From an optimization exercise on the open Yosys and OpenROAD flow, aimed at small area; shortcuts taken in it are not production practice. In this exercise RTL edits were held to simulation tests only and were not proved equivalent to the original. In every run shown here, the design's own scripts or RTL, not TritonCTS, make the clock network. The flow treats the clock pin as an ideal source. Dropping or thinning the clock tree relies on that and would not hold on a real chip. Power figures rest on the tool's default switching activity, not on a simulated workload.

--- flow/design.v ---
module FinalProject (input clk, rst, pwr, key0, key1, sw5, sw4, sw3, sw2, sw1, sw0, output [0:6] hex0, hex1, hex2, hex3, hex4, hex5, output reg preheated, output reg done);
	localparam [6:0] hex_1 = 7'b1001111;
	localparam [6:0] hex_2 = 7'b0010010;
	localparam [6:0] hex_3 = 7'b0000110;
	localparam [6:0] hex_4 = 7'b1001100;
	localparam [6:0] hex_5 = 7'b0100100;
	localparam [6:0] hex_6 = 7'b0100000;
	localparam [6:0] hex_7 = 7'b0001111;
	localparam [6:0] hex_8 = 7'b0000000;
	localparam [6:0] hex_9 = 7'b0000100;
	localparam [6:0] hex_0 = 7'b0000001;
	localparam [6:0] hex_blank = 7'b1111111;
	localparam [6:0] hex_dash = 7'b1111110;
	function [6:0] seg(input [3:0] d);
		case (d)
			4'd0: seg = hex_0;
			4'd1: seg = hex_1;
			4'd2: seg = hex_2;
			4'd3: seg = hex_3;
			4'd4: seg = hex_4;
			4'd5: seg = hex_5;
			4'd6: seg = hex_6;
			4'd7: seg = hex_7;
			4'd8: seg = hex_8;
			4'd9: seg = hex_9;
			4'd14: seg = hex_dash;
			default: seg = hex_blank;
		endcase
	endfunction
	function [6:0] b2d(input [5:0] x);
		reg [2:0] t;
		reg [3:0] o;
		begin
			t = (x >= 6'd50) ? 3'd5 : (x >= 6'd40) ? 3'd4 : (x >= 6'd30) ? 3'd3 :
			    (x >= 6'd20) ? 3'd2 : (x >= 6'd10) ? 3'd1 : 3'd0;
			o = x[3:0] - {t[2:0], 1'b0} - {t[0], 3'b000};
			b2d = {t, o};
		end
	endfunction
	reg [2:0] u, w;
	reg v;
	wire u4 = (u == 3'd4);
	wire temp_tick = u4 & ~v;
	wire time_tick = u4 & (w == 3'd4);
	always @(posedge clk) begin
		if (rst) begin
			u <= 0; v <= 0; w <= 0;
		end else begin
			u <= u4 ? 3'd0 : u + 3'd1;
			if (u4) begin
				v <= ~v;
				w <= (w == 3'd4) ? 3'd0 : w + 3'd1;
			end
		end
	end
	reg [5:0] wm;
	reg [3:0] wq;
	reg [2:0] ws;
	always @(posedge clk) begin
		if (rst) begin
			wm <= 0; wq <= 0; ws <= 0;
		end else if (time_tick) begin
			if (ws == 3'd4) begin
				ws <= 0;
				if (wq == 4'd11) begin
					wq <= 0;
					wm <= (wm == 6'd59) ? 6'd0 : wm + 6'd1;
				end else
					wq <= wq + 4'd1;
			end else
				ws <= ws + 3'd1;
		end
	end
	reg k0o, k1o, f0, f1;  
	always @(posedge clk) begin
		if (rst) begin
			k0o <= 1; k1o <= 1; f0 <= 0; f1 <= 0;
		end else begin
			k0o <= key0; k1o <= key1;
			f0 <= ~key0 & k0o;
			f1 <= ~key1 & k1o;
		end
	end
	wire kinc = f0 & ~f1;
	wire kdec = f1 & ~f0;
	wire both = ~key0 & ~key1;
	reg [6:0] tk;
	reg [4:0] cm;
	reg [3:0] cq;
	reg tdone, cdone;
	wire [5:0] swv = {sw5, sw4, sw3, sw2, sw1, sw0};
	reg [4:0] dT;
	reg [2:0] dm;
	reg [2:0] dq;
	always @(*) begin
		case (swv)
			6'b000001: begin dT = 5'd1;  dm = 3'd0; dq = 3'd1; end
			6'b000010: begin dT = 5'd2;  dm = 3'd0; dq = 3'd2; end
			6'b000100: begin dT = 5'd5;  dm = 3'd0; dq = 3'd6; end
			6'b001000: begin dT = 5'd10; dm = 3'd1; dq = 3'd0; end
			6'b010000: begin dT = 5'd20; dm = 3'd5; dq = 3'd0; end
			default:   begin dT = 5'd0;  dm = 3'd0; dq = 3'd0; end
		endcase
	end
	wire tent = ~both & ~tdone;
	wire [6:0] t0 = (tk == 7'd13) ? 7'd60 : tk;
	wire [5:0] tstep = (tent & kinc) ? {1'b0, dT} : (tent & kdec) ? -{1'b0, dT} : 6'd0;
	wire [7:0] tsum = {1'b0, t0} + {{2{tstep[5]}}, tstep};
	wire [6:0] tnext = tsum[7] ? 7'd13 : (tsum >= 8'd100) ? 7'd100 : (tsum <= 8'd13) ? 7'd13 : tsum[6:0];
	wire cinc = ~cdone & kinc;
	wire cdn = cdone | kdec;
	wire [2:0] dqe = cdone ? 3'd1 : dq;
	wire [2:0] dme = cdone ? 3'd0 : dm;
	wire [5:0] qs = cinc ? {3'b0, dqe} + cq : cdn ? {2'b0, cq} - {3'b0, dqe} : {2'b0, cq};   
	wire qhi = ~qs[5] & (qs >= 6'd12);
	wire [3:0] qn = qhi ? qs[3:0] - 4'd12 : qs[5] ? qs[3:0] + 4'd12 : qs[3:0];
	wire [3:0] mstep = (cinc ? {1'b0, dme} : cdn ? -{1'b0, dme} : 4'd0) + (qhi ? 4'd1 : qs[5] ? 4'b1111 : 4'd0);
	wire [6:0] ms = {2'b0, cm} + {{3{mstep[3]}}, mstep};
	wire [4:0] cmn = ms[6] ? 5'd0 : (ms >= 7'd30) ? 5'd30 : ms[4:0];
	wire [3:0] cqn = (ms[6] | (ms >= 7'd30) | ((ms == 7'd0) & (qn == 4'd0))) ? 4'd0 : qn;
	wire czero = (cm == 0) && (cq == 0);
	always @(posedge clk) begin
		if (rst) begin
			tk <= 7'd13; cm <= 0; cq <= 0; tdone <= 0; cdone <= 0;
		end else if (~pwr) begin
			tk <= 7'd60; cm <= 0; cq <= 0; tdone <= 0; cdone <= 0;
		end else begin
			tk <= tnext;
			if (~tent) tdone <= 1;
		end
		if (~rst & pwr & ~tent) begin
			if (~cdone & (~both | czero)) begin
				cm <= cmn;
				cq <= cqn;
			end else begin
				cdone <= 1;
				if (cdec) begin
					cm <= cmn;
					cq <= cqn;
				end
			end
		end
	end
	reg [5:0] xg;
	reg [3:0] xo;
	wire [5:0] tj = tk[6:1];
	wire tf = tk[0];
	wire [6:0] dg = {1'b0, tj} - {1'b0, xg};    
	wire geq = (dg == 7'd0);
	wire g1 = (dg == 7'd1);
	wire heat = (~dg[6] & ~geq) | (geq & tf & (xo < 4'd5));
	wire inband = tf ? (geq & (xo >= 4'd1) & (xo <= 4'd8))
	                 : ((geq & (xo <= 4'd3)) | (g1 & (xo >= 4'd6)));
	always @(posedge clk) begin
		if (rst) begin
			xg <= 6'd6; xo <= 4'd5; preheated <= 0;
		end else if (temp_tick) begin
			preheated <= tdone & inband;
			if (tdone) begin
				if (heat) begin
					if (xo >= 4'd8) begin xo <= xo - 4'd8; xg <= xg + 6'd1; end
					else xo <= xo + 4'd2;
				end else begin
					if (xo == 4'd0) begin xo <= 4'd9; xg <= xg - 6'd1; end
					else xo <= xo - 4'd1;
				end
			end
		end
	end
	reg [2:0] rs;
	wire run = preheated & cdone;
	wire rs4 = (rs == 3'd4);
	wire rs0 = (rs == 3'd0);
	wire cdec = run & time_tick & rs4;
	wire wrap = ({1'b0, wm} + cm + (wq + cq >= 5'd12) >= 7'd60);
	always @(posedge clk) begin
		if (rst | ~run) begin
			done <= 0;
			rs <= 0;
		end else begin
			if (rs0 & (czero | wrap)) done <= 1;
			if (time_tick) rs <= rs4 ? 3'd0 : rs + 3'd1;
		end
	end
	reg [5:0] cin;
	wire [2:0] ctens, xtens;
	wire [3:0] cones, xones;
	assign {ctens, cones} = b2d(cin);
	assign {xtens, xones} = b2d(xg);
	always @(*) begin
		if (~pwr) cin = wm;
		else if (~tdone | cdone) cin = tj;
		else cin = {1'b0, cm};
	end
	wire [3:0] wsec1 = wq[0] ? {1'b0, ws} + 4'd5 : {1'b0, ws};
	reg [3:0] d0, d1, d2, d3, d4, d5;
	always @(*) begin
		d0 = 4'd15; d1 = 4'd15; d2 = 4'd15; d3 = 4'd15; d4 = 4'd15; d5 = 4'd15;
		if (~pwr) begin
			d2 = 4'd14;
			d4 = {1'b0, ctens};
			d3 = cones;
			d1 = {1'b0, wq[3:1]};
			d0 = wsec1;
		end else if (~tdone) begin
			d2 = {1'b0, ctens};
			d1 = cones;
			d0 = tf ? 4'd5 : 4'd0;
		end else if (~cdone) begin
			d2 = 4'd14;
			d4 = {1'b0, ctens};
			d3 = cones;
			d1 = {1'b0, cq[3:1]};
			d0 = cq[0] ? 4'd5 : 4'd0;
		end else begin
			d5 = {1'b0, ctens};
			d4 = cones;
			d3 = tf ? 4'd5 : 4'd0;
			d2 = {1'b0, xtens};
			d1 = xones;
			d0 = xo;
		end
	end
	assign hex0 = seg(d0);
	assign hex1 = seg(d1);
	assign hex2 = seg(d2);
	assign hex3 = seg(d3);
	assign hex4 = seg(d4);
	assign hex5 = seg(d5);
endmodule
--- flow/flow/run.sh ---
#!/bin/bash
# Own layout flow: the standard flow (standard.sh) with
#  - an area-oriented synthesis (my_synth.tcl: synth_recipe.tcl with a stronger ABC
#    script and no adder extraction; registers are inferred exactly as standard),
#  - the smallest buffer cell for the port buffers,
#  - a smaller two-level clock tree (clock_tree.tcl, run after TritonCTS).
# Each make run's full output goes to its own log here; ORFS's per-step logs are
# under orfs/logs.
set -euo pipefail
W=$(pwd)
VARS=(SYNTH_SCRIPT="$W/flow/my_synth.tcl"
      BUFFER_PORTS_ARGS="-buffer_cell sky130_fd_sc_hd__buf_1"
      "CTS_ARGS=-sink_clustering_enable -repair_clock_nets -dont_use_dummy_load -buf_list {sky130_fd_sc_hd__clkbuf_4}"
      POST_CTS_TCL="$W/flow/clock_tree.tcl"
      CLK_LEAVES=4 CLK_LEAF_BUF=sky130_fd_sc_hd__clkbuf_8 CLK_ROOT_BUF=sky130_fd_sc_hd__clkbuf_4)
bash standard.sh "${VARS[@]}" synth > "$W/synth.log" 2>&1
bash standard.sh "${VARS[@]}" finish > "$W/layout.log" 2>&1
--- flow/flow/abc_area.script ---
strash
&get -n
&deepsyn -J 100 -T 120
&put
strash
&get -n
&dch -f
&nf -R 1000 -p -F 10 -A 10 -a
&put
topo
stime -c
--- flow/flow/clock_tree.tcl ---
# POST_CTS hook: rebuild the clock tree TritonCTS made as a two-level tree: its root
# buffer drives CLK_LEAVES leaf buffers, each placed at the centre of a group of nearby
# registers (k-means on register positions) and driving that group's clock pins. Every
# register is two buffers from the clock port, as in TritonCTS's tree.
set block [ord::get_db_block]
set db [ord::get_db]
set nleaf $::env(CLK_LEAVES)
set leaf_master [$db findMaster $::env(CLK_LEAF_BUF)]
set root [$block findInst clkbuf_0_clk]
set root_net [[$root findITerm X] getNet]

# collect the register clock pins and remove TritonCTS's leaf buffers
set sinks {}
set old {}
foreach it [$root_net getITerms] {
  set inst [$it getInst]
  if {$inst eq $root} { continue }
  if {[string match clkbuf_* [$inst getName]]} {
    lappend old $inst
  } else {
    lappend sinks $it
  }
}
foreach inst $old {
  set leaf_net [[$inst findITerm X] getNet]
  foreach s [$leaf_net getITerms] {
    if {[$s getInst] ne $inst} { lappend sinks $s }
  }
}
foreach s $sinks { $s disconnect }
foreach inst $old {
  set leaf_net [[$inst findITerm X] getNet]
  odb::dbInst_destroy $inst
  odb::dbNet_destroy $leaf_net
}

if {$nleaf == 0} {
  # no leaves: the root buffer drives every register
  foreach s $sinks { $s connect $root_net }
  $root swapMaster [$db findMaster $::env(CLK_ROOT_BUF)]
  puts "clock_tree.tcl: root drives [llength $sinks] registers"
  detailed_placement
  check_placement -verbose
  estimate_parasitics -placement
  return
}
# k-means on the registers' centres
set pts {}
foreach s $sinks {
  set b [[$s getInst] getBBox]
  lappend pts [list [expr {([$b xMin] + [$b xMax]) / 2.0}] [expr {([$b yMin] + [$b yMax]) / 2.0}]]
}
set n [llength $pts]
set order [lsort -real -index 0 $pts]
set cent {}
for {set k 0} {$k < $nleaf} {incr k} {
  lappend cent [lindex $order [expr {int(($k + 0.5) * $n / $nleaf)}]]
}
for {set iter 0} {$iter < 50} {incr iter} {
  set asg {}
  foreach p $pts {
    set best 0; set bd 1e30
    for {set k 0} {$k < $nleaf} {incr k} {
      set c [lindex $cent $k]
      set d [expr {abs([lindex $p 0] - [lindex $c 0]) + abs([lindex $p 1] - [lindex $c 1])}]
      if {$d < $bd} { set bd $d; set best $k }
    }
    lappend asg $best
  }
  set new {}
  for {set k 0} {$k < $nleaf} {incr k} {
    set sx 0.0; set sy 0.0; set cnt 0
    foreach p $pts a $asg {
      if {$a == $k} { set sx [expr {$sx + [lindex $p 0]}]; set sy [expr {$sy + [lindex $p 1]}]; incr cnt }
    }
    if {$cnt > 0} { lappend new [list [expr {$sx / $cnt}] [expr {$sy / $cnt}]] } else { lappend new [lindex $cent $k] }
  }
  set cent $new
}

# one leaf buffer per group
for {set k 0} {$k < $nleaf} {incr k} {
  set net [odb::dbNet_create $block clknet_leaf_$k]
  $net setSigType CLOCK
  set buf [odb::dbInst_create $block $leaf_master clkleaf_$k]
  [$buf findITerm A] connect $root_net
  [$buf findITerm X] connect $net
  set c [lindex $cent $k]
  $buf setLocation [expr {int([lindex $c 0])}] [expr {int([lindex $c 1])}]
  $buf setPlacementStatus PLACED
  set cnt 0
  foreach s $sinks a $asg {
    if {$a == $k} { $s connect $net; incr cnt }
  }
  puts "clock_tree.tcl: leaf $k drives $cnt registers"
}
$root swapMaster [$db findMaster $::env(CLK_ROOT_BUF)]
detailed_placement
check_placement -verbose
estimate_parasitics -placement
--- flow/flow/my_synth.tcl ---
# The standard synthesis (synth_recipe.tcl, sourced unchanged below) with two changes:
# ABC runs the area script beside this file, and full/half-adder extraction is skipped so
# that ABC sees all of the logic. Registers are inferred and mapped exactly as standard.
set my_dir [file dirname [file normalize [info script]]]
proc abc {args} {
  set i [lsearch -exact $args -script]
  if {$i >= 0} { set args [lreplace $args [expr {$i+1}] [expr {$i+1}] $::my_dir/abc_area.script] }
  yosys abc {*}$args
}
proc extract_fa {args} { puts "skipping extract_fa" }
source [file dirname $my_dir]/synth_recipe.tcl
--- flow/standard.sh ---
#!/bin/bash
# synth_recipe.tcl (not shown) runs the flow's synth.tcl, then flattens the netlist and writes it again
# the make line also repeats each setting of config.mk as NAME=value (left out here)
make -C /OpenROAD-flow-scripts/flow DESIGN_CONFIG=/design/flow/config.mk WORK_HOME=/design/flow/orfs CLKGATE_MAP_FILE= SYNTH_SCRIPT=/design/flow/synth_recipe.tcl "${@:-finish}"
--- flow/config.mk ---
export PLATFORM = sky130hd
export DESIGN_NAME = FinalProject
export DESIGN_NICKNAME = FinalProject
export VERILOG_FILES = /design/flow/design.v
export SDC_FILE = /design/flow/constraint.sdc
export NUM_CORES = 4
export LEC_CHECK = 0
export CAP_MARGIN = 20
export CORE_MARGIN = 2
export CORE_UTILIZATION = 60
export PLACE_DENSITY = 0.7
export SLEW_MARGIN = 20
--- flow/constraint.sdc ---
create_clock -name core_clock -period 200.0 [get_ports {clk}]
set_input_delay 40.0000 -clock core_clock [delete_from_list [all_inputs] [get_ports {clk}]]
set_output_delay 40.0000 -clock core_clock [all_outputs]
set_load 0.01 [all_outputs]
==> results.json, run 1 <==
{
  "synthSimpleGateAreaFrac": 0.3232,
  "synthArstFlopShare": 0,
  "finalHoldViolations": 0,
  "skew_ps": 38.63,
  "report.final.slew_viol_count": 0,
  "synthMuxAreaShare": 0.01037,
  "synthAdderAreaFrac": 0.002370,
  "die_area_um2": 7727,
  "postSynthNetCount": 623,
  "ys_types": 55,
  "portBuffers": 54,
  "pin_count": 55,
  "grt_antenna_before_repair": 0,
  "gr-total-overflow": 0,
  "drtIter0Drc": 561,
  "place_hpwl_um": 9035,
  "layout.nets": 686,
  "synthCells": 612,
  "rsz0062_at_grt": "false",
  "synth_edf_count": 0,
  "grt_pass1_wl_um": 19280,
  "setup-tns-final_ps": 0,
  "p_comb_frac": 0.270,
  "synth-compound-area-share": 0.2959,
  "synth-xor-area-share": 0.07672,
  "cp.required_ps": 160000,
  "ys_ff_latch": 57,
  "peakVddDrop_mv": 0.004318,
  "syn_area_um2": 4224,
  "placed_cell_area_um2": 4562,
  "period_needed_ps": 84190,
  "via_per_inst": 6.325,
  "grt_max_degree": 40,
  "core_area_um2": 6794,
  "ys_seq_area_frac": 0.2701,
  "syn_area_per_cell_um2": 6.902,
  "drc_errors": 0,
  "first_pass_iters": 6,
  "power.density_nw_per_um2": 5.181,
  "finalWeightedCongestion": 0.9463,
  "track_usage": 0.3098,
  "hold_path_class": "register to register",
  "dp_slack_ps": 116010,
  "fmax_mhz": 11.88,
  "die_height_um": 87.91,
  "switching_share": 0.3391,
  "worst-endpoint-arrival_ps": 44190,
  "start_util": 0.6217,
  "synthToLayoutAreaGrowth_pct": 9.479,
  "ys.flop_type": "dfxtp_1",
  "setup_ws_ps": 115810,
  "yosysWarnings": 1,
  "switching_power_uw": 8.123,
  "endpoint_kind": "primary output",
  "slew_headroom": 0.3913,
  "crit_path_start_kind": "primary input",
  "path_clk_slew_ps": 80,
  "grt_pass1_vias": 4204,
  "seqCellArea_um2": 1141,
  "vias": 4864,
  "wl_um": 11930,
  "worst_slew_pin_slew_ps": 903.5,
  "clkPwrFrac": 0.228,
  "fin_crit_sh": 0.4209,
  "pwr-share-seq": 0.502,
  "fp-row-count": 30,
  "outcome": "complete, no violations",
  "finalSetupViolCount": 0,
  "drive_gt1_frac": 0.01040,
  "clock_sinks": 57,
  "synth_top_family_by_area": "simple AND/OR/NAND/NOR gates",
  "path_max_fanout": 31,
  "crit_type": "primary input to primary output",
  "multi_input_area_um2": 2993,
  "fillers": 631,
  "design_area_um2": 4624,
  "clk_latency_ps": 370,
  "die_w_um": 87.91,
  "leakage_uw": 0.001613,
  "wl_per_cell_um": 15.52,
  "internal_power_uw": 15.83,
  "maxCapViolations": 0,
  "ant_nets": 0,
  "diodes": 0
}
-- per-stage QoR --
stage,util,hold WS (ps),power [uW],instances
2_1_floorplan,-,413.8,16.49,612
3_3_place_gp,0.6715,418.8,18.40,764
3_5_place_dp,0.6715,431.5,18.60,764
5_1_grt,0.6807,461.2,25.18,769
6_report,0.6807,453.5,23.96,769
-- worst paths after layout --
| path | start | end | slack [ps] | cells after the start |
|---|---|---|---|---|
| setup / recovery | pwr | hex1[1] | 115810 | 19 |
| hold / removal | k0o | f0 | 450 | 1 |
| setup reg to reg | tk[3] | tk[3] | 195550 | 19 |
| hold reg to reg | k0o | f0 | 450 | 1 |
-- critical path: stages --
cell and delay, ps:
buf_1 70, buf_4 300, nand2_1 200, o221ai_1 350
clkinv_1 160, nor3_1 450, o31ai_1 110, nor2_1 160
o21ai_0 90, o21ai_0 370, nor2_1 130, xnor2_1 350
a221oi_1 130, a21oi_1 350, nor2_1 140, o21ai_0 420
nand3_1 130, o21ai_0 90, buf_1 170
-- synth_stat cells (all sizes together) (3+ instances only) --
master / instances / share of area
nor2: 84 / 0.075
nand2: 72 / 0.064
a21oi: 57 / 0.068
dfxtp: 57 / 0.27
o21ai: 57 / 0.068
nor3: 27 / 0.032
clkinv: 24 / 0.021
xnor2: 21 / 0.044
nand2b: 20 / 0.030
nand3: 20 / 0.024
nor2b: 18 / 0.027
xor2: 16 / 0.033
o22ai: 14 / 0.021
and3: 11 / 0.016
a31oi: 10 / 0.015
a211oi: 6 / 0.011
a22oi: 6 / 0.011
o211ai: 6 / 0.011
or2: 6 / 0.0089
a2111oi: 5 / 0.010
nor3b: 5 / 0.0089
o21a: 5 / 0.0089
a22o: 4 / 0.0083
and2: 4 / 0.0059
nor4: 4 / 0.0059
o21bai: 4 / 0.0071
o31ai: 4 / 0.0071
or3: 4 / 0.0059
mux2: 3 / 0.0080
nand4: 3 / 0.0044
o221ai: 3 / 0.0062
-- power groups by stage --
stage	sequential, uW	combinational [uW]	clock (uW)
after floorplan	12.1	4.37	0
after global placement	12.3	6.15	0
after detailed placement	12.3	6.33	0
after global routing	12.1	7.15	5.96
final	12.0	6.46	5.46
-- kinds of logic after synthesis --
| family | Yosys count |
|---|---|
| adders and majority gates | 1 |
| and+or+nand+nor | 286 |
| buffers and inverters | 24 |
| DFF | 57 |
| muxes | 4 |
| AOI/OAI and AO/OA | 203 |
| xor gates and xnor gates | 37 |
-- layout by cell type (no fill, tap or decap), types with 11 or more instances in the layout --
cell type,Yosys,layout
nand2b_1,20,20
xor2_1,16,16
a21oi_1,57,57
nor2_1,84,84
nand2_1,72,72
and3_1,11,11
nor2b_1,18,18
clkinv_1,24,24
dfxtp_1,57,57
buf_1,0,54
nand3_1,20,20
o21ai_0,57,57
xnor2_1,21,21
nor3_1,27,27
o22ai_1,14,14
-- sequential cells by signal, indices dropped and copies added (netlist names), 3 cells and up --
signal and count:
tk 7, wm 6, xg 6, cm 5, cq 4, wq 4, xo 4, rs 3
u 3, w 3, ws 3
-- final cells by class, without the clock buffers --
class | count | area share
repair buffers | 56 | 0.04708
multi-input cells | 531 | 0.6472
well taps | 96 | 0.02597
inverters | 24 | 0.01948
plain buffers | 4 | 0.01190
flip-flops and latches | 57 | 0.2468
-- per-layer routing --
metal,vias to the layer above,routed length [um],GRT usage
li1,2376,-,-
met1,2227,5057,0.4213
met2,232,5567,0.5124
met3,29,1051,0.04901
met4,0,256,0.08112
met5,-,0,0
==> inputs of run 2 (changes only) <==
--- a/flow/design.v
+++ b/flow/design.v
@@ -39,17 +39,8 @@
 	endfunction
-	reg [2:0] u, w;
-	reg v;
-	wire u4 = (u == 3'd4);
-	wire temp_tick = u4 & ~v;
-	wire time_tick = u4 & (w == 3'd4);
-	always @(posedge clk) begin
-		if (rst) begin
-			u <= 0; v <= 0; w <= 0;
-		end else begin
-			u <= u4 ? 3'd0 : u + 3'd1;
-			if (u4) begin
-				v <= ~v;
-				w <= (w == 3'd4) ? 3'd0 : w + 3'd1;
-			end
-		end
+	reg [5:0] c;
+	wire temp_tick = (c == 6'd4) | (c == 6'd14) | (c == 6'd24) | (c == 6'd34) | (c == 6'd44);
+	wire time_tick = (c == 6'd24) | (c == 6'd49);
+	always @(posedge clk) begin
+		if (rst | (c == 6'd49)) c <= 0;
+		else c <= c + 6'd1;
 	end
--- a/flow/flow/run.sh
+++ b/flow/flow/run.sh
@@ -3,3 +3,4 @@
 #  - an area-oriented synthesis (my_synth.tcl: synth_recipe.tcl with a stronger ABC
-#    script and no adder extraction; registers are inferred exactly as standard),
+#    script tried with several seeds, keeping the smallest, and no adder extraction;
+#    registers are inferred exactly as standard),
 #  - the smallest buffer cell for the port buffers,
@@ -10,2 +11,3 @@
 W=$(pwd)
+export ABC_SEEDS="0 1 2 3"
 VARS=(SYNTH_SCRIPT="$W/flow/my_synth.tcl"
==> flow/flow/abc_area.script (replaced) <==
strash
&get -n
&deepsyn -S @SEED@ -J 100 -T 300
&put
strash
&get -n
&dch -f
&nf -R 1000 -p -F 10 -A 10 -a
&put
topo
stime -c
==> flow/flow/my_synth.tcl (replaced) <==
# The standard synthesis (synth_recipe.tcl, sourced unchanged below) with two changes:
#  - full/half-adder extraction is skipped, so that ABC sees all of the logic;
#  - ABC runs an area-oriented script (deep synthesis, then area-recovering mapping)
#    with each of the seeds in ABC_SEEDS, and the smallest result is kept.
# Registers are inferred and mapped exactly as in the standard synthesis.
set my_dir [file dirname [file normalize [info script]]]
proc extract_fa {args} { puts "skipping extract_fa" }
proc abc {args} {
  set i [lsearch -exact $args -script]
  set j [lsearch -exact $args -liberty]
  set lib [lindex $args [expr {$j + 1}]]
  set tmpl [read [open $::my_dir/abc_area.script]]
  yosys design -save my_pre_abc
  set best_area 1e30
  foreach seed $::env(ABC_SEEDS) {
    set f $::env(OBJECTS_DIR)/abc_seed_$seed.script
    set fh [open $f w]; puts -nonewline $fh [string map [list @SEED@ $seed] $tmpl]; close $fh
    yosys design -load my_pre_abc
    yosys abc {*}[lreplace $args [expr {$i+1}] [expr {$i+1}] $f]
    yosys tee -q -o $::env(OBJECTS_DIR)/abc_seed_$seed.stat stat -liberty $lib
    set fh [open $::env(OBJECTS_DIR)/abc_seed_$seed.stat]; set txt [read $fh]; close $fh
    regexp {Chip area for module[^:]*:\s*([0-9.]+)} $txt -> area
    puts "ABC seed $seed: area $area"
    if {$area < $best_area} {
      set best_area $area
      yosys design -save my_best_abc
    }
  }
  yosys design -load my_best_abc
  puts "ABC kept area $best_area"
}
source [file dirname $my_dir]/synth_recipe.tcl
--- a/flow/config.mk
+++ b/flow/config.mk
@@ -7,3 +7,3 @@
 export LEC_CHECK = 0
-export CAP_MARGIN = 20
+export CAP_MARGIN = 0
 export CORE_MARGIN = 2
@@ -11,2 +11,2 @@
 export PLACE_DENSITY = 0.7
-export SLEW_MARGIN = 20
+export SLEW_MARGIN = 0
==> run 2 against run 1 <==
Net effect: die area shrank 0.31%; setup slack got worse by 430 ps; hold slack worse by 2.1 ps; combinational power decreased by 3.4%; clock power rose by 1%; routed wire length shrank 8.4%.
==> results.json, run 2 <==
{
  "setup-tns-final_ps": 0,
  "clk_latency_ps": 400,
  "maxCapViolations": 0,
  "via_per_inst": 6.044,
  "drtIter0Drc": 281,
  "largest_reg_flops": 7,
  "route.met2.wl_um": 4786,
  "die_w_um": 87.77,
  "path_clk_slew_ps": 100,
  "wl_per_cell_um": 14.10,
  "reg2regPathDepth": 25,
  "pin_count": 55,
  "rsz0062_at_grt": "false",
  "mostFrequentLayoutCells": "93 x nand2_1, 83 x nor2_1, 57 x o21ai_0, 56 x dfxtp_1, 54 x buf_1",
  "syn_area_per_cell_um2": 6.824,
  "wl_um": 10930,
  "yosysTopAreaCell": "dfxtp_1",
  "peakVddDrop_mv": 0.007167,
  "grt_pass1_vias": 3969,
  "grt_pass1_wl_um": 17830,
  "synth_common_cells": "93 x nand2_1, 83 x nor2_1, 57 x o21ai_0",
  "syn_area_um2": 4210,
  "first_pass_iters": 5,
  "die_area_um2": 7704,
  "portBuffers": 54,
  "synth.area.top_cells": "dfxtp_1 27%, nand2_1 8.3%, nor2_1 7.4%",
  "ys_ff_latch": 56,
  "synth_edf_count": 0,
  "worst_slew_pin_slew_ps": 589.2,
  "synthToLayoutAreaGrowth_pct": 9.688,
  "crit_path_start_kind": "primary input",
  "setup_ws_ps": 115390,
  "ys_types": 49,
  "whs_path_depth": 1,
  "start_util": 0.6197,
  "synthArstFlopShare": 0,
  "yosysWarnings": 1,
  "ys_seq_area_frac": 0.2663,
  "grt_max_degree": 30,
  "core_area_um2": 6794,
  "vias": 4684,
  "top_layer_used": "met4",
  "yosysTopAreaCellShare": 0.2663,
  "worst-endpoint-arrival_ps": 44610,
  "layout.nets": 692,
  "period_needed_ps": 84610,
  "yosysMostFrequentCell": "nand2_1",
  "report.final.slew_viol_count": 0,
  "outcome": "complete, no violations",
  "skew_ps": 42.13,
  "power.density_nw_per_um2": 5.086,
  "fp-row-count": 30,
  "clock_sinks": 56,
  "finalWeightedCongestion": 0.9576,
  "finalSetupViolCount": 0,
  "path_max_fanout": 21,
  "cp.required_ps": 160000,
  "leakage_uw": 0.001699,
  "finalHoldViolations": 0,
  "gr-total-overflow": 0,
  "endpoint_kind": "primary output",
  "crit_type": "primary input to primary output",
  "dp_slack_ps": 115470,
  "postSynthNetCount": 628,
  "drive_gt1_frac": 0.01178,
  "final_common_cell": "nand2_1",
  "drc_errors": 0,
  "fillers": 627,
  "ys.flop_type": "dfxtp_1",
  "slew_headroom": 0.5970,
  "dr_wl_met3_um": 850,
  "grt_antenna_before_repair": 0,
  "power_uw": 23.49,
  "ant_nets": 0,
  "track_usage": 0.2873,
  "place_hpwl_um": 8395,
  "largest_register": "tk",
  "fin_util": 0.6797,
  "synthCells": 617,
  "hold_path_class": "register to register",
  "fmax_mhz": 11.82,
  "die_height_um": 87.77,
  "m1WireLength_um": 5036,
  "diodes": 0,
  "fin_crit_sh": 0.4231
}
-- run 2: cell type report, without the clock buffers --
class / count / area, um^2 / area share
Multi-Input combinational cell: 544 / 3025 / 0.6551
Inverter: 17 / 63.81 / 0.01382
Sequential cell: 56 / 1121 / 0.2428
Timing Repair Buffer: 57 / 225.2 / 0.04877
Tap cell: 96 / 120.1 / 0.02601
Buffer: 4 / 55.05 / 0.01192
-- run 2: worst paths after layout --
check / end / slack (ps) / from
worst max register to register: cm[3] / 194950 / f0
worst min-delay path: f1 / 450 / k1o
worst max-delay path: hex4[1] / 115390 / pwr
worst min register to register: f1 / 450 / k1o
-- run 2: routing by layer --
| metal | up-vias | GRT usage |
|---|---|---|
| met3 | 22 | 0.06032 |
| met2 | 176 | 0.4539 |
| met1 | 2111 | 0.3872 |
| met4 | 0 | 0.1063 |
| met5 | - | 0 |
| li1 | 2375 | - |
-- run 2: cells by family after synthesis --
logic type,Yosys count,share of synthesized area
simple gates,317,0.3575
mux,4,0.009807
buf+inv,17,0.01516
flops,56,0.2663
compound gates,187,0.2764
xor+xnor,36,0.07489
-- run 2: report_power, final --
| part | leakage [uW] | switching [uW] | internal [uW] |
|---|---|---|---|
| combinational | 0.00121 | 4.00 | 2.24 |
| sequential | 0.000454 | 0.364 | 11.4 |
| clock | 0.0000334 | 3.50 | 2.03 |
| total | 0.00170 | 7.87 | 15.6 |
-- run 2: through the flow --
stage | std cells | instance area, um^2 | hold WS (ps)
2_1_floorplan | 617 | 4210 | 413.8
3_3_place_gp | 770 | 4556 | 428.3
3_5_place_dp | 770 | 4556 | 431.7
5_1_grt | 775 | 4618 | 473.3
6_report | 775 | 4618 | 451.4
-- run 2: worst max-delay path: stages --
cell	delay, ps
buf_1	70
buf_4	240
clkinv_1	240
nor2_1	550
a221o_1	390
nand2_1	120
o21ai_0	270
o2111ai_1	200
a41o_1	310
nand2_1	230
nor2_1	90
xor2_1	310
nand2_1	70
o21ai_0	190
nand2b_1	150
and2_0	190
or3_1	380
a21boi_0	140
nand2b_1	180
o21bai_1	120
buf_1	160
==> inputs of run 3 (changes only) <==
--- a/flow/config.mk
+++ b/flow/config.mk
@@ -7,3 +7,3 @@
 export LEC_CHECK = 0
-export CAP_MARGIN = 0
+export CAP_MARGIN = 20
 export CORE_MARGIN = 2
@@ -11,2 +11,2 @@
 export PLACE_DENSITY = 0.7
-export SLEW_MARGIN = 0
+export SLEW_MARGIN = 20
==> run 3 against run 2 <==
Net effect: via count is the same; highest routed layer unchanged; combinational power barely moved; hold slack unchanged; still clean; largest cell class unchanged; core utilization did not move.
==> results.json, run 3 <==
{
  "grt_pass1_vias": 3969,
  "layout.nets": 692,
  "r2r-end": "cm[3]",
  "wl_um": 10930,
  "gr-total-overflow": 0,
  "period_needed_ps": 84610,
  "largest_register": "tk",
  "endpoint_kind": "primary output",
  "yosysTopAreaCellShare": 0.2663,
  "worst-endpoint-arrival_ps": 44610,
  "ys_types": 49,
  "synthCells": 617,
  "grt_use_met2": 0.4539,
  "worst_slew_pin_slew_ps": 589.2,
  "finalWeightedCongestion": 0.9576,
  "clk_latency_ps": 400,
  "crit_path_start_kind": "primary input",
  "final_common_cell": "nand2_1",
  "peakVddDrop_mv": 0.007167,
  "r2r_setup_slack_ps": 194950,
  "design_area_um2": 4618,
  "diodes": 0,
  "track_usage": 0.2873,
  "ys.flop_type": "dfxtp_1",
  "vias": 4684,
  "place_hpwl_um": 8395,
  "switching_power_uw": 7.865,
  "busiest_layer": "met2",
  "whs_path_depth": 1,
  "synth.area.top_cells": "dfxtp_1 27%, nand2_1 8.3%, nor2_1 7.4%",
  "synth_common_cells": "93 x nand2_1, 83 x nor2_1, 57 x o21ai_0",
  "drc_errors": 0,
  "pwr-share-seq": 0.499,
  "placed_cell_area_um2": 4556,
  "fin_crit_sh": 0.4231,
  "yosysTopAreaCell": "dfxtp_1",
  "worstReg2RegStart": "f0",
  "finalHoldViolations": 0,
  "slew_headroom": 0.5970,
  "path_max_fanout": 21,
  "ys_seq_area_frac": 0.2663,
  "skew_ps": 42.13,
  "grt_antenna_before_repair": 0,
  "mostFrequentLayoutCells": "93 x nand2_1, 83 x nor2_1, 57 x o21ai_0, 56 x dfxtp_1, 54 x buf_1",
  "largest_reg_flops": 7,
  "setup_ws_ps": 115390,
  "grt_max_degree": 30,
  "fp-row-count": 30,
  "syn_area_um2": 4210,
  "die_w_um": 87.77,
  "outcome": "complete, no violations",
  "hold_path_class": "register to register",
  "fillers": 627,
  "grt_use_met3": 0.06032,
  "slowest_stage": "nor2_1",
  "setup-tns-final_ps": 0,
  "reg2regPathDepth": 25,
  "ys_ff_latch": 56,
  "critPathBufInv": 4,
  "report.final.slew_viol_count": 0,
  "fmax_mhz": 11.82,
  "clock_sinks": 56,
  "postSynthNetCount": 628,
  "grt_pass1_wl_um": 17830,
  "crit_chain": "buf_1 > buf_4 > clkinv_1 > nor2_1 > a221o_1 > nand2_1 > o21ai_0 > o2111ai_1 > a41o_1 > nand2_1 > nor2_1 > xor2_1 > nand2_1 > o21ai_0 > nand2b_1 > and2_0 > or3_1 > a21boi_0 > nand2b_1 > o21bai_1 > buf_1",
  "leakage_uw": 0.001699,
  "clkPwrFrac": 0.235,
  "max_stage_delay_ps": 550,
  "start_util": 0.6197,
  "synthToLayoutAreaGrowth_pct": 9.688,
  "crit_type": "primary input to primary output",
  "min-delay-start": "k1o",
  "use_met1": 0.3872,
  "switching_share": 0.3348,
  "ant_nets": 0,
  "internal_power_uw": 15.62,
  "dp_slack_ps": 115470,
  "power.density_nw_per_um2": 5.086,
  "yosysWarnings": 1,
  "cp.required_ps": 160000,
  "drive_gt1_frac": 0.01178,
  "rsz0062_at_grt": "false",
  "pin_count": 55,
  "synth_edf_count": 0,
  "whs_endpoint": "f1",
  "wl_per_cell_um": 14.10,
  "yosysMostFrequentCell": "nand2_1",
  "finalSetupViolCount": 0,
  "cpMostUsedCell": "nand2_1",
  "syn_area_per_cell_um2": 6.824,
  "portBuffers": 54,
  "critPathTopFamily": "simple AND/OR/NAND/NOR gates",
  "die_area_um2": 7704,
  "maxCapViolations": 0,
  "die_height_um": 87.77,
  "synthArstFlopShare": 0,
  "core_area_um2": 6794,
  "via_per_inst": 6.044,
  "first_pass_iters": 5,
  "drtIter0Drc": 281,
  "path_clk_slew_ps": 100,
  "p_comb_frac": 0.266
}
-- run 3: cell counts after synthesis --
Identical to the previous run, type by type.
-- run 3: final cells by class, without the clock buffers --
| class | count | area [um^2] | share of cell area |
|---|---|---|---|
| Timing Repair Buffer | 57 | 225.2 | 0.04877 |
| Tap cell | 96 | 120.1 | 0.02601 |
| Inverter | 17 | 63.81 | 0.01382 |
| Sequential cell | 56 | 1121 | 0.2428 |
| Buffer | 4 | 55.05 | 0.01192 |
| Multi-Input combinational cell | 544 | 3025 | 0.6551 |
-- run 3: worst max-delay path by stage --
stage / from / end / slack, ps / cells past startpoint
detailed placement: pwr / hex4[1] / 115470 / 21
global route: pwr / hex4[1] / 114900 / 21
global placement: pwr / hex4[1] / 115760 / 21
finish: pwr / hex4[1] / 115390 / 21
floorplan: pwr / hex4[1] / 116340 / 18
-- run 3: worst register-to-register path: stages, from the launching register on --
cell and delay (ps):
dfxtp_1 440, nor2b_1 350, nor2_1 100, nor2_1 210, o21a_1 190, nand2_1 70
nand2_1 70, o21ai_0 100, nor3b_1 260, o21a_1 160, nor2b_1 250, o21ai_0 150
nand2b_1 180, nor2_1 50, nor2_1 160, xnor2_1 170, nor2_1 70, a31o_1 210
xor2_1 240, nand2_1 120, a21o_1 220, a2111oi_0 550, or3_1 320, a21oi_1 80
o21ai_0 150, a21oi_1 60
-- run 3: cells by family after synthesis --
group,share of synthesized area
buf+inv,0.01516
xor+xnor,0.07489
flops,0.2663
mux,0.009807
compound gates,0.2764
simple gates,0.3575
-- run 3: routing by layer --
layer | vias to the layer above | share of wire
li1 | 2375 | -
met4 | 0 | 0.023
met3 | 22 | 0.078
met5 | - | 0
met1 | 2111 | 0.46
met2 | 176 | 0.44
-- run 3: power by group through the flow --
stage | clock [uW] | combinational [uW] | sequential, uW
after floorplan | 0 | 4.38 | 11.8
after global placement | 0 | 6.01 | 12.0
final | 5.53 | 6.24 | 11.7
after global routing | 6.02 | 7.02 | 11.8
after detailed placement | 0 | 6.17 | 12.0
-- run 3: per-stage QoR --
step	std cells	util	hold slack, ps	total power (uW)
after global routing	775	0.6797	473.3	24.79
final	775	0.6797	451.4	23.49
after detailed placement	770	0.6705	431.7	18.13
after floorplan	617	-	413.8	16.19
after global placement	770	0.6705	428.3	17.96
==> inputs of run 4 (changes only) <==
--- a/flow/design.v
+++ b/flow/design.v
@@ -25,2 +25,6 @@
 			4'd9: seg = hex_9;
+			4'd10: seg = 7'b0010000;
+			4'd11: seg = 7'b0000100;
+			4'd12: seg = 7'b1011100;
+			4'd13: seg = 7'b1111100;
 			4'd14: seg = hex_dash;
@@ -39,8 +43,17 @@
 	endfunction
-	reg [5:0] c;
-	wire temp_tick = (c == 6'd4) | (c == 6'd14) | (c == 6'd24) | (c == 6'd34) | (c == 6'd44);
-	wire time_tick = (c == 6'd24) | (c == 6'd49);
-	always @(posedge clk) begin
-		if (rst | (c == 6'd49)) c <= 0;
-		else c <= c + 6'd1;
+	reg [2:0] u, w;
+	reg v;
+	wire u4 = u[2];    
+	wire temp_tick = u4 & ~v;
+	wire time_tick = u4 & w[2];    
+	always @(posedge clk) begin
+		if (rst) begin
+			u <= 0; v <= 0; w <= 0;
+		end else begin
+			u <= u4 ? 3'd0 : u + 3'd1;
+			if (u4) begin
+				v <= ~v;
+				w <= w[2] ? 3'd0 : w + 3'd1;
+			end
+		end
 	end
@@ -53,7 +66,7 @@
 		end else if (time_tick) begin
-			if (ws == 3'd4) begin
+			if (ws[2]) begin    
 				ws <= 0;
-				if (wq == 4'd11) begin
+				if (wq[3] & wq[1] & wq[0]) begin    
 					wq <= 0;
-					wm <= (wm == 6'd59) ? 6'd0 : wm + 6'd1;
+					wm <= (wm[5] & wm[4] & wm[3] & wm[1] & wm[0]) ? 6'd0 : wm + 6'd1;    
 				end else
@@ -96,3 +109,4 @@
 	wire tent = ~both & ~tdone;
-	wire [6:0] t0 = (tk == 7'd13) ? 7'd60 : tk;
+	wire t65 = ~tk[6] & ~tk[5] & ~tk[4] & ~tk[1];    
+	wire [6:0] t0 = t65 ? 7'd60 : tk;
 	wire [5:0] tstep = (tent & kinc) ? {1'b0, dT} : (tent & kdec) ? -{1'b0, dT} : 6'd0;
@@ -151,3 +165,3 @@
 				if (heat) begin
-					if (xo >= 4'd8) begin xo <= xo - 4'd8; xg <= xg + 6'd1; end
+					if (xo[3]) begin xo <= {3'b0, xo[0]}; xg <= xg + 6'd1; end    
 					else xo <= xo + 4'd2;
@@ -162,3 +176,3 @@
 	wire run = preheated & cdone;
-	wire rs4 = (rs == 3'd4);
+	wire rs4 = rs[2];    
 	wire rs0 = (rs == 3'd0);
==> run 4 against run 3 <==
Net effect: setup slack improved by 360 ps; global-route usage down 0.57 points; flip-flop and latch count up 1; power is essentially flat; cell count shrank 4.5%; combinational power down 3%; first-iteration DRC count increased by 6.0%; via count is 5.0% lower; critical path type unchanged; largest power group unchanged.
==> results.json, run 4 <==
{
  "outcome": "complete, no violations",
  "peakVddDrop_mv": 0.004983,
  "synthToLayoutAreaGrowth_pct": 9.148,
  "synth_common_cells": "86 x nand2_1, 73 x nor2_1, 57 x dfxtp_1",
  "diodes": 0,
  "ant_nets": 0,
  "fin_crit_sh": 0.4213,
  "place_hpwl_um": 7956,
  "period_needed_ps": 84260,
  "crit_type": "primary input to primary output",
  "clk_latency_ps": 400,
  "wl_per_cell_um": 14.11,
  "max_stage_delay_ps": 920,
  "seqCellArea_um2": 1141,
  "yosysMostFrequentCell": "nand2_1",
  "yosysTopAreaCell": "dfxtp_1",
  "cpMostUsedCell": "nand2b_1",
  "start_util": 0.6154,
  "ys_ff_latch": 57,
  "postSynthNetCount": 610,
  "finalSetupViolCount": 0,
  "synth.area.top_cells": "dfxtp_1 27%, nand2_1 7.8%, a21oi_1 6.7%",
  "crit_path_start_kind": "primary input",
  "track_usage": 0.2816,
  "portBuffers": 54,
  "design_area_um2": 4538,
  "drive_gt1_frac": 0.01061,
  "via_per_inst": 6.016,
  "layout.nets": 673,
  "die_area_um2": 7612,
  "finalWeightedCongestion": 0.9241,
  "slew_headroom": 0.3258,
  "die_w_um": 87.25,
  "report.final.slew_viol_count": 0,
  "die_height_um": 87.25,
  "cp.required_ps": 160000,
  "ys_seq_area_frac": 0.2745,
  "grt_pass1_vias": 3834,
  "mostFrequentLayoutCells": "86 x nand2_1, 73 x nor2_1, 57 x dfxtp_1, 56 x a21oi_1, 54 x buf_1",
  "synthArstFlopShare": 0,
  "maxCapViolations": 0,
  "setup_ws_ps": 115740,
  "fillers": 640,
  "drc_errors": 0,
  "multi_input_area_um2": 2945,
  "final_common_cell": "nand2_1",
  "yosysTopAreaCellShare": 0.2745,
  "clock_sinks": 57,
  "worst-endpoint-arrival_ps": 44260,
  "first_pass_iters": 5,
  "pin_count": 55,
  "slowest_stage": "a222oi_1",
  "endpoint_kind": "primary output",
  "largest_reg_flops": 7,
  "top_regs": "tk (7), wm (6), xg (6)",
  "grt_antenna_before_repair": 0,
  "gr-total-overflow": 0,
  "core_area_um2": 6756,
  "skew_ps": 50.57,
  "fin_util": 0.6717,
  "grt_max_degree": 37,
  "hold_path_class": "register to register",
  "yosysWarnings": 1,
  "fp-row-count": 30,
  "ys_types": 51,
  "power_uw": 23.48,
  "rsz0062_at_grt": "false",
  "power.density_nw_per_um2": 5.174,
  "path_max_fanout": 19,
  "synthCells": 599,
  "worst_slew_pin_slew_ps": 1011,
  "syn_area_per_cell_um2": 6.941,
  "wl_um": 10440,
  "leakage_uw": 0.001553,
  "setup-tns-final_ps": 0,
  "vias": 4452,
  "ys.flop_type": "dfxtp_1",
  "crit_chain": "buf_1 > buf_4 > nand2b_1 > nand2_1 > a222oi_1 > nor3_1 > nor2_1 > a31oi_1 > a21oi_1 > nand2_1 > xor2_1 > nand2_1 > o21ai_0 > nand2b_1 > nand2b_1 > nor2b_1 > o21ai_0 > nand2b_1 > buf_1",
  "grt_pass1_wl_um": 17230,
  "largest_register": "tk",
  "drtIter0Drc": 298,
  "finalHoldViolations": 0,
  "fmax_mhz": 11.87,
  "dp_slack_ps": 115860,
  "critPathTopFamily": "compound AO/OA/AOI/OAI gates",
  "synth_edf_count": 0,
  "placed_cell_area_um2": 4476,
  "path_clk_slew_ps": 80,
  "syn_area_um2": 4158,
  "critPathBufInv": 3
}
[run 4: changes by cell type after synthesis, sizes merged, moves of 4 or more]
cell | previous run | this run
nand2 | 93 | 86
a2111oi | 4 | 0
nand3 | 18 | 13
o21ai | 57 | 50
nor3 | 26 | 34
or2 | 9 | 5
nor2b | 23 | 14
a222oi | 0 | 4
a211oi | 2 | 7
a21oi | 49 | 56
nand3b | 2 | 6
or3 | 7 | 3
nor2 | 83 | 73
[run 4: power by group]
part / switching (uW) / total, uW / internal [uW]
Sequential: 0.316 / 11.9 / 11.5
Clock: 3.52 / 5.56 / 2.04
Combinational: 3.90 / 6.05 / 2.15
[run 4: worst reg2reg max path, cell delays in order (launching register included)]
cell	delay, ps
dfxtp_1	420
nor4_1	660
nand2b_1	240
nor2_1	90
maj3_1	370
clkinv_1	60
maj3_1	190
o211ai_1	100
o21ai_0	150
o22ai_1	160
xnor2_1	180
nor2_1	110
clkinv_1	80
a21boi_0	360
nor2b_1	130
xnor2_1	180
nor2_1	180
clkinv_1	110
nor2_1	180
a21oi_1	70
o22a_1	150
[run 4: metrics by stage]
stage	instances	hold WS [ps]
global route	740	466.6
floorplan	599	411.0
detailed placement	735	436.4
global placement	735	423.8
finish	740	445.5
[run 4: final cells by class, without the clock buffers]
type	count	area share
Buffer	4	0.01213
Tap cell	80	0.02206
Multi-Input combinational cell	523	0.6490
Sequential cell	57	0.2514
Inverter	19	0.01572
Timing Repair Buffer	56	0.04797
[run 4: layer usage]
metal	GRT usage	wire length [um]
met3	0.04929	380
met2	0.4663	4875
met5	0	0
met4	0.08252	148
met1	0.3751	5040
[run 4: final timing paths]
kind / startpoint / to / slack (ps) / cells past startpoint
worst min-delay path: u[0] / u[0] / 450 / 1
worst max-delay path: pwr / hex4[3] / 115740 / 19
worst max register to register: tk[5] / tk[0] / 195750 / 20
worst min register to register: u[0] / u[0] / 450 / 1
[run 4: kinds of logic after synthesis]
family,share of synthesized area
buf+inv,0.01715
xor+xnor,0.08216
fa+ha+maj,0.007223
mux,0.01053
flops,0.2744
compound gates,0.2754
simple gates,0.3331
==> inputs of run 5 (changes only) <==
--- a/flow/flow/run.sh
+++ b/flow/flow/run.sh
@@ -6,3 +6,4 @@
 #  - the smallest buffer cell for the port buffers,
-#  - a smaller two-level clock tree (clock_tree.tcl, run after TritonCTS).
+#  - a smaller two-level clock tree (clock_tree.tcl, run after TritonCTS): four
+#    leaf buffers, each driving a quarter of the registers.
 # Each make run's full output goes to its own log here; ORFS's per-step logs are
--- a/flow/flow/clock_tree.tcl
+++ b/flow/flow/clock_tree.tcl
@@ -2,3 +2,3 @@
 # buffer drives CLK_LEAVES leaf buffers, each placed at the centre of a group of nearby
-# registers (k-means on register positions) and driving that group's clock pins. Every
+# registers (equal-size groups by recursive bisection) and driving that group's clock pins. Every
 # register is two buffers from the clock port, as in TritonCTS's tree.
@@ -46,3 +46,14 @@
 }
-# k-means on the registers' centres
+# split the registers into CLK_LEAVES groups of equal size (a power of two): halve by
+# x, then each half by y, and so on
+proc split_groups {idx pts depth axis} {
+  if {$depth == 0} { return [list $idx] }
+  set sorted [lsort -real -command [list apply {{pts axis a b} {
+    expr {[lindex $pts $a $axis] < [lindex $pts $b $axis] ? -1 : [lindex $pts $a $axis] > [lindex $pts $b $axis] ? 1 : 0}
+  }} $pts $axis] $idx]
+  set half [expr {[llength $sorted] / 2}]
+  set next [expr {1 - $axis}]
+  return [concat [split_groups [lrange $sorted 0 [expr {$half - 1}]] $pts [expr {$depth - 1}] $next] \
+                 [split_groups [lrange $sorted $half end] $pts [expr {$depth - 1}] $next]]
+}
 set pts {}
@@ -52,29 +63,19 @@
 }
-set n [llength $pts]
-set order [lsort -real -index 0 $pts]
+set depth [expr {int(round(log($nleaf) / log(2)))}]
+set all {}
+for {set i 0} {$i < [llength $pts]} {incr i} { lappend all $i }
+set groups [split_groups $all $pts $depth 0]
+set asg [lrepeat [llength $pts] 0]
 set cent {}
-for {set k 0} {$k < $nleaf} {incr k} {
-  lappend cent [lindex $order [expr {int(($k + 0.5) * $n / $nleaf)}]]
+set k 0
+foreach g $groups {
+  set sx 0.0; set sy 0.0
+  foreach i $g {
+    lset asg $i $k
+    set sx [expr {$sx + [lindex $pts $i 0]}]; set sy [expr {$sy + [lindex $pts $i 1]}]
+  }
+  lappend cent [list [expr {$sx / [llength $g]}] [expr {$sy / [llength $g]}]]
+  incr k
 }
-for {set iter 0} {$iter < 50} {incr iter} {
-  set asg {}
-  foreach p $pts {
-    set best 0; set bd 1e30
-    for {set k 0} {$k < $nleaf} {incr k} {
-      set c [lindex $cent $k]
-      set d [expr {abs([lindex $p 0] - [lindex $c 0]) + abs([lindex $p 1] - [lindex $c 1])}]
-      if {$d < $bd} { set bd $d; set best $k }
-    }
-    lappend asg $best
-  }
-  set new {}
-  for {set k 0} {$k < $nleaf} {incr k} {
-    set sx 0.0; set sy 0.0; set cnt 0
-    foreach p $pts a $asg {
-      if {$a == $k} { set sx [expr {$sx + [lindex $p 0]}]; set sy [expr {$sy + [lindex $p 1]}]; incr cnt }
-    }
-    if {$cnt > 0} { lappend new [list [expr {$sx / $cnt}] [expr {$sy / $cnt}]] } else { lappend new [lindex $cent $k] }
-  }
-  set cent $new
-}
+set nleaf [llength $groups]
 
==> run 5 against run 4 <==
Net effect: still clean on timing, DRC and antenna; clock power rose by 4.0%; synthesized cell count did not move; flip-flop and latch count is the same.
==> results.json, run 5 <==
{
  "ys_seq_area_frac": 0.2745,
  "synthArstFlopShare": 0,
  "cp.required_ps": 160000,
  "diodes": 0,
  "switching_power_uw": 7.959,
  "yosysWarnings": 1,
  "ys_types": 51,
  "report.final.slew_viol_count": 0,
  "synthCells": 599,
  "finalSetupViolCount": 0,
  "period_needed_ps": 84230,
  "top_regs": "tk (7), wm (6), xg (6)",
  "ant_nets": 0,
  "die_area_um2": 7612,
  "synth.area.top_cells": "dfxtp_1 27%, nand2_1 7.8%, a21oi_1 6.7%",
  "finalHoldViolations": 0,
  "leakage_uw": 0.001553,
  "worstReg2RegStart": "tk[5]",
  "crit_type": "primary input to primary output",
  "first_pass_iters": 7,
  "switching_share": 0.3359,
  "reg2regPathDepth": 20,
  "layout.nets": 673,
  "r2r_setup_slack_ps": 195750,
  "whs_path_depth": 1,
  "fillers": 643,
  "largest_reg_flops": 7,
  "mostFrequentLayoutCells": "86 x nand2_1, 73 x nor2_1, 57 x dfxtp_1, 56 x a21oi_1, 54 x buf_1",
  "vias": 4498,
  "fin_util": 0.6717,
  "yosysMostFrequentCell": "nand2_1",
  "portBuffers": 54,
  "largest_register": "tk",
  "finalWeightedCongestion": 0.9241,
  "slew_headroom": 0.3345,
  "yosysTopAreaCellShare": 0.2745,
  "worst-endpoint-arrival_ps": 44230,
  "wl_per_cell_um": 14.25,
  "outcome": "complete, no violations",
  "track_usage": 0.2844,
  "endpoint_kind": "primary output",
  "pwr-share-seq": 0.501,
  "dp_slack_ps": 115860,
  "grt_pass1_vias": 3886,
  "setup-tns-final_ps": 0,
  "setup_ws_ps": 115770,
  "final_common_cell": "nand2_1",
  "synthToLayoutAreaGrowth_pct": 9.148,
  "drc_errors": 0,
  "core_area_um2": 6756,
  "ys_ff_latch": 57,
  "die_w_um": 87.25,
  "postSynthNetCount": 610,
  "synth_edf_count": 0,
  "synth_common_cells": "86 x nand2_1, 73 x nor2_1, 57 x dfxtp_1",
  "crit_path_start_kind": "primary input",
  "internal_power_uw": 15.74,
  "fp-row-count": 30,
  "whs_endpoint": "f1",
  "grt_max_degree": 37,
  "power.density_nw_per_um2": 5.222,
  "drtIter0Drc": 352,
  "rsz0062_at_grt": "false",
  "path_clk_slew_ps": 100,
  "grt_antenna_before_repair": 0,
  "ys.flop_type": "dfxtp_1",
  "fmax_mhz": 11.87,
  "skew_ps": 19.19,
  "fin_crit_sh": 0.4211,
  "start_util": 0.6154,
  "path_max_fanout": 19,
  "clkPwrFrac": 0.244,
  "worst_slew_pin_slew_ps": 998.3,
  "whs_ps": 436.9,
  "drive_gt1_frac": 0.01061,
  "grt_pass1_wl_um": 17430,
  "die_height_um": 87.25,
  "syn_area_um2": 4158,
  "clk_latency_ps": 400,
  "r2r-end": "tk[0]",
  "pin_count": 55,
  "gr-total-overflow": 0,
  "min-delay-start": "k1o",
  "place_hpwl_um": 7956,
  "via_per_inst": 6.078,
  "peakVddDrop_mv": 0.004942,
  "yosysTopAreaCell": "dfxtp_1",
  "syn_area_per_cell_um2": 6.941,
  "maxCapViolations": 0,
  "clock_sinks": 57,
  "hold_path_class": "register to register",
  "p_comb_frac": 0.255,
  "wl_um": 10540
}
[run 5: cell counts after synthesis]
No cell type changed its count.
[run 5: power by group through the flow]
| stage | Sequential (uW) | Clock (uW) | Combinational, uW |
|---|---|---|---|
| after floorplan | 12.0 | 0 | 4.25 |
| after global placement | 12.1 | 0 | 5.86 |
| after global routing | 11.9 | 6.22 | 6.82 |
| after detailed placement | 12.1 | 0 | 5.98 |
| final | 11.9 | 5.78 | 6.05 |
[run 5: layer usage]
metal / vias to the layer above / part of all wire / global-route usage
met5: - / 0 / 0
met4: 0 / 0.014 / 0.07133
met3: 13 / 0.058 / 0.05972
met2: 142 / 0.46 / 0.4642
met1: 2038 / 0.46 / 0.3834
li1: 2305 / - / -
[run 5: per-stage QoR]
| step | power [uW] | instances | instance area (um^2) |
|---|---|---|---|
| 2_1_floorplan | 16.26 | 599 | 4158 |
| 3_3_place_gp | 17.95 | 735 | 4476 |
| 3_5_place_dp | 18.10 | 735 | 4476 |
| 5_1_grt | 24.94 | 740 | 4538 |
| 6_report | 23.70 | 740 | 4538 |
[run 5: worst max-delay path, cell delays in order]
cell,delay (ps)
buf_1,70
buf_4,190
nand2b_1,290
nand2_1,250
a222oi_1,860
a21oi_1,200
nor2_1,270
a31oi_1,160
a21oi_1,310
nand2_1,110
xor2_1,330
nand2_1,110
o21ai_0,170
nand2b_1,110
nand2b_1,170
nor2b_1,150
o21ai_0,210
nand2b_1,120
buf_1,140
[run 5: cell type report, without the clock buffers]
class                   instances  area [um^2]  share of cell area
multi-input cells             523         2945              0.6490
inverters                      19        71.32             0.01572
repair buffers                 56        217.7             0.04797
plain buffers                   4        55.05             0.01213
flip-flops and latches         57         1141              0.2514
well taps                      80        100.1             0.02206
[run 5: worst max-delay path by stage]
stage	depth (start not counted)	from	to	slack (ps)
2_1_floorplan	16	pwr	hex4[3]	116670
3_3_place_gp	19	pwr	hex4[3]	116060
3_5_place_dp	19	pwr	hex4[3]	115860
5_1_grt	19	pwr	hex4[3]	115220
6_report	19	pwr	hex4[3]	115770
[run 5: logic make-up after synthesis]
family,Yosys count,share of synthesized area
AO/OA/AOI/OAI,187,0.2754
adder cells (fa/ha/maj),3,0.007223
XOR/XNOR,39,0.08216
buffers and inverters,19,0.01715
multiplexers,4,0.01053
AND/OR/NAND/NOR,290,0.3331
flip-flops,57,0.2744
==> inputs of run 6 (changes only) <==
--- a/flow/design.v
+++ b/flow/design.v
@@ -77,12 +77,13 @@
 	end
-	reg k0o, k1o, f0, f1;  
-	always @(posedge clk) begin
-		if (rst) begin
-			k0o <= 1; k1o <= 1; f0 <= 0; f1 <= 0;
+	reg k0o, k1o, k0p, k1p;
+	always @(posedge clk) begin
+		k0p <= k0o; k1p <= k1o;
+		if (rst) begin
+			k0o <= 1; k1o <= 1;
 		end else begin
 			k0o <= key0; k1o <= key1;
-			f0 <= ~key0 & k0o;
-			f1 <= ~key1 & k1o;
-		end
-	end
+		end
+	end
+	wire f0 = ~k0o & k0p;
+	wire f1 = ~k1o & k1p;
 	wire kinc = f0 & ~f1;
==> run 6 against run 5 <==
Net effect: maximum frequency is 1.6% lower; cell count is 0.41% higher; synthesized cell count is 0.50% higher; routed wire length is 9.3% higher; register-to-register slack better by 350 ps; clock skew is 8.9 ps lower.
==> results.json, run 6 <==
{
  "leakage_uw": 0.001595,
  "ys_ff_latch": 57,
  "peakVddDrop_mv": 0.006236,
  "slowest_stage": "a21oi_1",
  "maxCapViolations": 0,
  "largest_register": "tk",
  "hold_path_class": "register to register",
  "die_area_um2": 7546,
  "max_stage_delay_ps": 810,
  "grt_pass1_wl_um": 18660,
  "worst_slew_pin_slew_ps": 931.2,
  "worst-endpoint-arrival_ps": 45560,
  "syn_area_um2": 4120,
  "postSynthNetCount": 613,
  "whs_ps": 353.7,
  "core_area_um2": 6719,
  "mostFrequentLayoutCells": "87 x nand2_1, 80 x nor2_1, 57 x dfxtp_1, 54 x buf_1, 50 x o21ai_0",
  "path_max_fanout": 19,
  "critPathTopFamily": "compound AO/OA/AOI/OAI gates",
  "diodes": 0,
  "wl_per_cell_um": 15.51,
  "crit_type": "primary input to primary output",
  "drtIter0Drc": 394,
  "first_pass_iters": 5,
  "setup-tns-final_ps": 0,
  "ant_nets": 0,
  "grt_pass1_vias": 4051,
  "track_usage": 0.3087,
  "fin_crit_sh": 0.4278,
  "fillers": 609,
  "final_common_cell": "nand2_1",
  "synthToLayoutAreaGrowth_pct": 9.323,
  "clk_latency_ps": 380,
  "gr-total-overflow": 0,
  "fmax_mhz": 11.69,
  "rsz0062_at_grt": "false",
  "via_per_inst": 6.378,
  "critPathBufInv": 4,
  "clock_sinks": 57,
  "dp_cells": 737,
  "path_clk_slew_ps": 90,
  "grt_max_degree": 32,
  "die_w_um": 86.87,
  "drive_gt1_frac": 0.01207,
  "fin_util": 0.6704,
  "fin_cells": 743,
  "skew_ps": 10.25,
  "dp_slack_ps": 114600,
  "vias": 4739,
  "report.final.slew_viol_count": 0,
  "place_hpwl_um": 8660,
  "synth_common_cells": "87 x nand2_1, 80 x nor2_1, 57 x dfxtp_1",
  "pin_count": 55,
  "cp.required_ps": 160000,
  "synth.area.top_cells": "dfxtp_1 28%, nand2_1 7.9%, nor2_1 7.3%",
  "layout.nets": 676,
  "grt_antenna_before_repair": 0,
  "ys_seq_area_frac": 0.2770,
  "portBuffers": 54,
  "period_needed_ps": 85560,
  "yosysTopAreaCellShare": 0.2770,
  "finalWeightedCongestion": 1.045,
  "endpoint_kind": "primary output",
  "yosysWarnings": 1,
  "crit_chain": "buf_1 > clkinv_1 > a21oi_1 > a222oi_1 > and2_0 > a211oi_1 > nor2b_1 > nor2_1 > xnor2_1 > a31oi_1 > nand2_1 > a211oi_1 > clkinv_1 > maj3_1 > nor2b_1 > buf_1",
  "outcome": "complete, no violations",
  "drc_errors": 0,
  "yosysMostFrequentCell": "nand2_1",
  "slew_headroom": 0.3792,
  "die_height_um": 86.87,
  "largest_reg_flops": 7,
  "finalSetupViolCount": 0,
  "start_util": 0.6132,
  "synthCells": 602,
  "crit_path_start_kind": "primary input",
  "finalHoldViolations": 0,
  "wl_um": 11520,
  "yosysTopAreaCell": "dfxtp_1",
  "fp-row-count": 30,
  "power.density_nw_per_um2": 5.152,
  "ys_types": 55,
  "synth_edf_count": 0,
  "top_regs": "tk (7), wm (6), xg (6)",
  "setup_ws_ps": 114440,
  "syn_area_per_cell_um2": 6.844,
  "ys.flop_type": "dfxtp_1",
  "synthArstFlopShare": 0
}
run 6: cell types whose count changed in the layout (fill, tap and decap cells not counted), sizes merged, moves of 4 or more:
cell | previous run | this run
xor2 | 14 | 6
a21oi | 56 | 48
nor2 | 73 | 80
clkinv | 19 | 26
nand3 | 13 | 19
a31o | 0 | 4
o211ai | 6 | 2
o41ai | 0 | 4
run 6: worst paths after layout:
kind / startpoint / endpoint / slack [ps] / cells after the start
worst max-delay path: pwr / hex1[5] / 114440 / 16
worst max register to register: k1o / cm[4] / 196100 / 13
worst min-delay path: k0o / k0p / 350 / 0
worst min register to register: k0o / k0p / 350 / 0
run 6: cells by family (layout without fill, tap and decap cells):
| family | count (synthesis) | count (layout) | share of synthesized area |
|---|---|---|---|
| AOI/OAI and AO/OA | 186 | 186 | 0.2858 |
| buffers and inverters | 26 | 87 | 0.02369 |
| adders and majority gates | 2 | 2 | 0.004859 |
| muxes | 3 | 3 | 0.007288 |
| and+or+nand+nor | 300 | 300 | 0.3419 |
| xor gates and xnor gates | 28 | 28 | 0.05952 |
| DFF | 57 | 57 | 0.2770 |
run 6: stage by stage:
step / power [uW] / area (um^2)
5_1_grt: 24.40 / 4504
3_5_place_dp: 17.63 / 4431
6_report: 23.21 / 4504
3_3_place_gp: 17.54 / 4431
2_1_floorplan: 15.88 / 4120
run 6: routing by layer:
| metal | global-route usage | vias to the layer above | share of wire |
|---|---|---|---|
| li1 | - | 2329 | - |
| met1 | 0.4280 | 2122 | 0.45 |
| met2 | 0.4677 | 244 | 0.42 |
| met3 | 0.06351 | 44 | 0.086 |
| met4 | 0.1264 | 0 | 0.040 |
| met5 | 0 | - | 0 |
run 6: layout make-up, without the clock buffers:
type	count	area, um^2	area share
buffer	4	55.05	0.01222
inverter	26	97.59	0.02167
multi-input combinational	519	2888	0.6411
sequential	57	1141	0.2533
tap	80	100.1	0.02222
timing repair buffer	56	215.2	0.04778
run 6: power by group:
group | switching [uW] | internal (uW)
clock network | 3.62 | 2.04
logic | 3.67 | 1.96
registers | 0.359 | 11.6
total | 7.66 | 15.5

## port drivers added, routing unchanged
Ports are ideal in the flow. The routed layouts listed here were re-timed in OpenROAD.
Step 1 sets driving cells, clkbuf_16 on the clock port and buf_2 on the other inputs (assumed; they add their load-dependent delay and slew).
Step 2, shift: input delay + t, output delay - t, t = (earliest + latest rising clock arrival at the registers) / 2. This alone moves slack from input paths to output paths.
a / b / c = ideal ports / drivers / drivers and shift; a / b = the first two.
run	shift t [ns]	setup WS [ns]	worst setup path at the end	latest minus earliest clock arrival (ns)
run 1	0.385	115.813 / 115.791 / 115.791	input to output	0.038 / 0.038
run 2	0.404	115.386 / 115.363 / 115.363	input to output	0.043 / 0.043
run 3	0.404	115.386 / 115.363 / 115.363	input to output	0.043 / 0.043
run 4	0.400	115.741 / 115.722 / 115.722	input to output	0.050 / 0.050
run 5	0.414	115.771 / 115.752 / 115.752	input to output	0.019 / 0.019
run 6	0.409	114.440 / 114.413 / 114.413	input to output	0.010 / 0.011
After both steps setup and hold are still met in every run listed. The setup slack of run 6, which loses most, moves by -0.027 ns with the drivers and by -0.027 ns with both steps.
